Background: an optimization exercise with open tools, aiming at small area and a short achievable clock period. Do not read the settings as production practice. The RTL was checked by simulation tests, not by an equivalence proof against the original design.

==> run B: inputs <==
Design ArithmeticLogicUnitSystem, start of the top module:
module ArithmeticLogicUnitSystem(
    input wire MuxDSel, IR_Write, IR_LH,
               DR_E, ALU_WF,
               Clock,
    input wire [1:0] MuxASel, MuxBSel, MuxCSel, DR_FunSel,
                     ARF_OutCSel, ARF_OutDSel, ARF_FunSel,
    input wire [2:0] RF_FunSel, RF_OutASel, RF_OutBSel,
                     ARF_RegSel,
    input wire [3:0] RF_RegSel, RF_ScrSel,
    input wire [4:0] ALU_FunSel,
    input wire [7:0] MemOut,
    output wire [15:0] Address,
    output wire [7:0] MemData,
    output wire [31:0] ALUOut,
    output wire Z, C, N, O
);
==> module AdderPG, before the edit <==
module AdderPG(input wire a, b, sub, output wire p, g);
    wire bx;
    Xor2 u0(.a(b), .b(sub), .y(bx));
    Xor2 u1(.a(a), .b(bx), .y(p));
    And2 u2(.a(a), .b(bx), .y(g));
endmodule
==> module And2, before the edit <==
module And2(input wire a, b, output wire y);
    assign y = a & b;
endmodule
clock: 12.0 ns
lec_check: 0
cap_margin: 20
core_margin: 2
core_utilization: 40
cts_cluster_diameter: 100
cts_cluster_size: 20
place_density: 0.6
setup_slack_margin: 4.0
slew_margin: 20
synth_hierarchical: 1
synth_minimum_keep_size: 0
standard.sh (not shown) runs the stock make flow with config.mk's settings and CLKGATE_MAP_FILE= SYNTH_SCRIPT=/design/flow/synth_recipe.tcl, a recipe that flattens the netlist after the stock synthesis.
==> flow/flow/run.sh <==
#!/bin/bash
# Layout flow: the standard flow (standard.sh, all steps unchanged, from
# the standard synthesis to the final layout), with one difference: the
# buffers that the placement step puts on every input and output port are
# sky130_fd_sc_hd__buf_2 cells instead of the resizer's default choice.
# make's full output goes to standard.log in the work folder; ORFS keeps each
# step's own log under orfs/logs.
set -euo pipefail
bash standard.sh "BUFFER_PORTS_ARGS=-buffer_cell sky130_fd_sc_hd__buf_2" finish > standard.log 2>&1
==> inputs of run E, as changes to run B <==
--- a/flow/design.v
+++ b/flow/design.v
@@ -354,11 +354,7 @@
 endmodule
 module AdderPG(input wire a, b, sub, output wire p, g);
-    wire bx;
-    Xor2 u0(.a(b), .b(sub), .y(bx));
-    Xor2 u1(.a(a), .b(bx), .y(p));
-    And2 u2(.a(a), .b(bx), .y(g));
-endmodule
-module And2(input wire a, b, output wire y);
-    assign y = a & b;
+    wire bx = b ^ sub;
+    assign p = a ^ bx;
+    assign g = a & bx;
 endmodule
 module AdderPG0(input wire a, b, sub, cin, output wire p, g);
==> flow/run.sh (new file) <==
#!/bin/bash
# synth_recipe.tcl (not shown) runs the flow's synth.tcl, then flattens the netlist and writes it again
# the make line also repeats each setting of config.mk as NAME=value (left out here)
make -C /OpenROAD-flow-scripts/flow DESIGN_CONFIG=/design/flow/config.mk WORK_HOME=/design/flow/orfs CLKGATE_MAP_FILE= SYNTH_SCRIPT=/design/flow/synth_recipe.tcl finish
CORE_UTILIZATION = 45   (was 40)
PLACE_DENSITY = 0.65   (was 0.6)
removed: flow/flow/run.sh
removed: flow/standard.sh
==> inputs of run C, as changes to run B <==
--- a/flow/design.v
+++ b/flow/design.v
@@ -354,11 +354,7 @@
 endmodule
 module AdderPG(input wire a, b, sub, output wire p, g);
-    wire bx;
-    Xor2 u0(.a(b), .b(sub), .y(bx));
-    Xor2 u1(.a(a), .b(bx), .y(p));
-    And2 u2(.a(a), .b(bx), .y(g));
-endmodule
-module And2(input wire a, b, output wire y);
-    assign y = a & b;
+    wire bx = b ^ sub;
+    assign p = a ^ bx;
+    assign g = a & bx;
 endmodule
 module AdderPG0(input wire a, b, sub, cin, output wire p, g);
==> flow/run.sh (new file) <==
#!/bin/bash
# synth_recipe.tcl (not shown) runs the flow's synth.tcl, then flattens the netlist and writes it again
# the make line also repeats each setting of config.mk as NAME=value (left out here)
make -C /OpenROAD-flow-scripts/flow DESIGN_CONFIG=/design/flow/config.mk WORK_HOME=/design/flow/orfs CLKGATE_MAP_FILE= SYNTH_SCRIPT=/design/flow/synth_recipe.tcl finish
CORE_UTILIZATION = 30   (was 40)
PLACE_DENSITY = 0.5   (was 0.6)
removed: flow/flow/run.sh
removed: flow/standard.sh
==> inputs of run P, as changes to run B <==
--- a/flow/design.v
+++ b/flow/design.v
@@ -354,11 +354,7 @@
 endmodule
 module AdderPG(input wire a, b, sub, output wire p, g);
-    wire bx;
-    Xor2 u0(.a(b), .b(sub), .y(bx));
-    Xor2 u1(.a(a), .b(bx), .y(p));
-    And2 u2(.a(a), .b(bx), .y(g));
-endmodule
-module And2(input wire a, b, output wire y);
-    assign y = a & b;
+    wire bx = b ^ sub;
+    assign p = a ^ bx;
+    assign g = a & bx;
 endmodule
 module AdderPG0(input wire a, b, sub, cin, output wire p, g);
==> impl_metrics.csv <==
group,metric,value,unit
global_routing,grt_pass1_wl,180000,um
global_routing,grt_util_met2,42.7,%
layout,layout.nonclk_buf_share,11.8,%
outcome,status,"timing/DRC/antenna clean",
critical_path,r2r-start,"RF.R[0].q[0]",
layout,nClkBuffers,32,
The numbers above come from run C.

==> impl_metrics.csv <==
group,metric,value,unit
outcome,status,"timing/DRC/antenna clean",
critical_path,r2r-start,"RF.R[0].q[0]",
layout,layout.nonclk_buf_share,8.58,%
timing,period_share,69.7,%
layout,nClkBuffers,28,
global_routing,grt_util_met2,52.0,%
routing,routed_wl,119000,um
The numbers above come from run B.

==> impl_metrics.csv <==
group,metric,value,unit
outcome,status,"timing/DRC/antenna clean",
global_routing,grt_util_met2,58.3,%
layout,nClkBuffers,27,
critical_path,r2r-start,"RF.R[4].q[0]",
layout,layout.nonclk_buf_share,10.7,%
The numbers above come from run E.

==> impl_metrics.csv <==
group,metric,value,unit
global_routing,grt_pass1_wl,168000,um
global_routing,antenna_found_initial,1,
layout,layout.nonclk_buf_share,7.47,%
clock_network,cts_resized,81,
outcome,status,"timing/DRC/antenna clean",
timing,worst_pin_slew,1280,ps
clock_network,htreeDepth,1,
layout,nClkBuffers,28,
critical_path,r2r-start,"RF.R[4].q[0]",
The numbers above come from run P.

==> afterwards: timing with drivers on the ports <==
How much do the figures lean on ideal ports? The routed layouts below were timed once more, with nothing changed but the port constraints. Step 1, drivers: a clkbuf_16 drives Clock and a buf_2 each remaining input, both assumed. Step 2 also shifts input and output timing later by t, the mid clock arrival at the registers, as if the neighbouring blocks saw the same clock. a / b / c = ideal ports / drivers / drivers and shift; a / b = the first two.
| run | shift t [ns] | slack for setup (ns) | hold WS [ns] | worst setup path at the end | clock arrival spread, ns |
|---|---|---|---|---|---|
| run B | 0.639 | 3.633 / 3.449 / 3.449 | 0.502 / 0.502 / 0.502 | input to output | 0.028 / 0.028 |
| run E | 0.645 | 3.456 / 3.405 / 3.405 | 0.503 / 0.503 / 0.503 | input to output | 0.024 / 0.023 |
| run C | 0.670 | 3.560 / 3.444 / 3.444 | 0.498 / 0.498 / 0.498 | input to output | 0.028 / 0.028 |
| run P | 0.640 | 3.606 / 3.547 / 3.547 | 0.509 / 0.509 / 0.509 | input to output | 0.032 / 0.032 |
After both steps setup and hold are still met in every run listed. For run B, which loses most, drivers alone change the setup slack by -0.184 ns; drivers and shift together by -0.184 ns.
